This is an optimization exercise on Yosys and OpenROAD, whose aim is small area, a short achievable clock period and few clock cycles per item, not a production implementation.
At most, simulation tests tie the RTL to the original design; equivalence was not proved.

Design dot_product, start of the top module:
module dot_product #(
  parameter ADDR_WIDTH = 5,
  parameter WIDTH = 32
) (
  input clk,
  input rst,
  input [ADDR_WIDTH:0] len,
  input [WIDTH-1:0] a_data,
  input a_valid,
  output reg a_ready,
  input [WIDTH-1:0] b_data,
  input b_valid,
  output reg b_ready,
  output [WIDTH-1:0] c_data,
  output reg c_valid,
  input c_ready
);
Size in the first run: about 2,100 cells after synthesis, about 240 flip-flops, about 110 I/O pins, about 20,000 sq um of cells after synthesis.
export LEC_CHECK = 0
export CAP_MARGIN = 20
export CORE_MARGIN = 2
export CORE_UTILIZATION = 40
export PLACE_DENSITY = 0.6
export SLEW_MARGIN = 20
create_clock -name core_clock -period 10.0 [get_ports {clk}]
standard.sh (not shown) runs the stock make flow with config.mk's settings and CLKGATE_MAP_FILE= SYNTH_SCRIPT=/design/flow/synth_recipe.tcl, a recipe that flattens the netlist after the stock synthesis.
==> flow/flow/run.sh <==
#!/bin/bash
# Own layout flow: the standard layout (standard synthesis, floorplan,
# placement, CTS, routing) run through standard.sh, with extra make settings
# read from flow/make_args.txt (one VAR=value per line). They set how hard
# timing repair works (a setup slack margin, so that repair keeps shortening
# the critical paths after the 10 ns clock is met) and which buffer cell
# buffers the ports. The design's clock and I/O constraints are unchanged.
# make's full output goes to flow_make.log here; each ORFS step also keeps
# its own log under orfs/logs/.
set -euo pipefail
cd "$(dirname "$0")/.."
args=()
while IFS= read -r line || [[ -n "$line" ]]; do
  [[ -z "$line" || "$line" == \#* ]] && continue
  args+=("$line")
done < flow/make_args.txt
bash standard.sh "${args[@]}" finish > flow_make.log 2>&1
==> flow/flow/make_args.txt <==
SETUP_SLACK_MARGIN=6.6
BUFFER_PORTS_ARGS=-buffer_cell sky130_fd_sc_hd__buf_2
The baseline completed with no timing, DRC or antenna violations.
Testbench counts at the start, summed over its fixed seeds: cycles 10,109, items 512.
Edit:
--- a/flow/design.v
+++ b/flow/design.v
@@ -32,48 +32,45 @@
   input b_valid,
   output reg b_ready,
   output [WIDTH-1:0] c_data,
   output reg c_valid,
   input c_ready
 );
 reg [WIDTH-1:0] a_r;
 reg a_full, b_full;
 reg [ADDR_WIDTH:0] len_r;
 reg [ADDR_WIDTH:0] n;
 reg m_v, m_first, m_last;
 reg [WIDTH-1:0] acc;
-reg rst_d;
 wire a_en = !a_full || b_full;
 wire b_en = !b_full || a_full;
 wire a_fire = a_valid && a_en;
 wire b_fire = b_valid && b_en;
 wire pair = a_full && b_full;
 wire last = n == len_r - 1'b1;
 wire a_full_nx = a_fire || (a_full && !pair);
 wire b_full_nx = b_fire || (b_full && !pair);
 assign c_data = acc;
-always @(posedge clk) if (a_en || rst) a_r <= (a_valid && !rst) ? a_data : {WIDTH{1'b0}};
+always @(posedge clk) if (a_en) a_r <= a_data;
 reg [15:0] b_one, b_two, b_neg;
 wire [32:0] bx = {b_data, 1'b0};
 wire [15:0] e_one, e_two, e_neg;
 genvar gi;
 generate for (gi = 0; gi < 16; gi = gi + 1) begin : benc
   assign e_one[gi] = bx[2*gi+1] ^ bx[2*gi];
   assign e_two[gi] = (bx[2*gi+2] & ~bx[2*gi+1] & ~bx[2*gi]) | (~bx[2*gi+2] & bx[2*gi+1] & bx[2*gi]);
   assign e_neg[gi] = bx[2*gi+2];
 end endgenerate
-always @(posedge clk) if (b_en || rst) begin
-  b_one <= (b_valid && !rst) ? e_one : 16'd0;
-  b_two <= (b_valid && !rst) ? e_two : 16'd0;
-  b_neg <= e_neg;
+always @(posedge clk) if (b_en) begin
+  b_one <= e_one; b_two <= e_two; b_neg <= e_neg;
 end
 wire pp0_0 = (b_one[0] & a_r[0]) ^ b_neg[0];
 wire pp0_1 = ((b_one[0] & a_r[1]) | (b_two[0] & a_r[0])) ^ b_neg[0];
 wire pp0_2 = ((b_one[0] & a_r[2]) | (b_two[0] & a_r[1])) ^ b_neg[0];
 wire pp0_3 = ((b_one[0] & a_r[3]) | (b_two[0] & a_r[2])) ^ b_neg[0];
 wire pp0_4 = ((b_one[0] & a_r[4]) | (b_two[0] & a_r[3])) ^ b_neg[0];
 wire pp0_5 = ((b_one[0] & a_r[5]) | (b_two[0] & a_r[4])) ^ b_neg[0];
 wire pp0_6 = ((b_one[0] & a_r[6]) | (b_two[0] & a_r[5])) ^ b_neg[0];
 wire pp0_7 = ((b_one[0] & a_r[7]) | (b_two[0] & a_r[6])) ^ b_neg[0];
 wire pp0_8 = ((b_one[0] & a_r[8]) | (b_two[0] & a_r[7])) ^ b_neg[0];
 wire pp0_9 = ((b_one[0] & a_r[9]) | (b_two[0] & a_r[8])) ^ b_neg[0];
 wire pp0_10 = ((b_one[0] & a_r[10]) | (b_two[0] & a_r[9])) ^ b_neg[0];
@@ -1275,25 +1272,25 @@
   m_31_4 <= xo517;
   m_31_5 <= xc522;
   m_31_6 <= xo523;
   m_31_7 <= xc528;
   m_31_8 <= xo529;
   m_31_9 <= xc534;
   m_31_10 <= xo535;
   m_31_11 <= xc540;
   m_31_12 <= xo541;
   m_31_13 <= xc546;
   m_31_14 <= xc548;
 end
-wire [WIDTH-1:0] accg = acc;
+wire [WIDTH-1:0] accg = m_first ? {WIDTH{1'b0}} : acc;
 wire ys564;
 wire yc565;
 assign ys564 = m_0_0 ^ m_0_1;
 assign yc565 = m_0_0 & m_0_1;
 wire ys566;
 wire yc567;
 assign ys566 = m_1_0 ^ accg[1];
 assign yc567 = m_1_0 & accg[1];
 wire ys568;
 wire yc569;
 assign ys568 = m_2_0 ^ m_2_1 ^ m_2_2;
 assign yc569 = (m_2_0 & m_2_1) | (m_2_0 & m_2_2) | (m_2_1 & m_2_2);
@@ -1548,17 +1545,15 @@
   end else begin
     a_full <= a_full_nx;
     b_full <= b_full_nx;
     a_ready <= !a_full_nx || b_full_nx;
     b_ready <= !b_full_nx || a_full_nx;
     if (pair) n <= last ? 0 : n + 1'b1;
     m_v <= pair;
     m_first <= pair && n == 0;
     m_last <= pair && last;
     if (c_valid && c_ready) c_valid <= 1'b0;
     else if (m_v && m_last) c_valid <= 1'b1;
   end
-  rst_d <= rst;
-  if (rst || rst_d || (c_valid && c_ready)) acc <= 0;
-  else acc <= acc_nx;
+  if (m_v) acc <= acc_nx;
 end
 endmodule
Outcome:
- The new run completed with no timing, DRC or antenna violations
- non-clock buffer count came out higher by 29
- register-to-register slack is worse by 0.21 ns
- synthesized cell count is lower slightly
- maximum frequency fell by a few percent
- setup slack gets worse by 0.21 ns
- synthesized area rises slightly
- clock skew hardly moves
- utilization went up by 1.3 points
For the second run of this note, only the layout was checked, not whether the RTL still works.

==> re-timing with driven ports <==
Ports are ideal in the flow. The routed layouts listed here were re-timed in OpenROAD. Step 1: set_driving_cell puts a clkbuf_16 on clk and a buf_2 on each other input, an assumption about the parent block. Step 2 adds t to the input delays and takes it off the output delays; t is the mean of the earliest and latest rising clock arrival at the registers after step 1. Input paths then give back, and output paths get back, about the clock's delay inside the block. Three values: ideal, step 1, step 2; two values: the first two.
| run | shift t [ns] | slack for setup (ns) | worst setup path after step 2 | worst register clock-pin slew, ns |
|---|---|---|---|---|
| the first run | 0.623 | 6.705 / 6.685 / 6.577 | input to register | 0.06 / 0.06 |
| the second run | 0.615 | 6.498 / 6.498 / 6.498 | register to register | 0.07 / 0.07 |
After both steps every run listed still meets setup and hold. The setup slack of the first run, which loses most, moves by -0.020 ns with the drivers and by -0.128 ns with both steps.
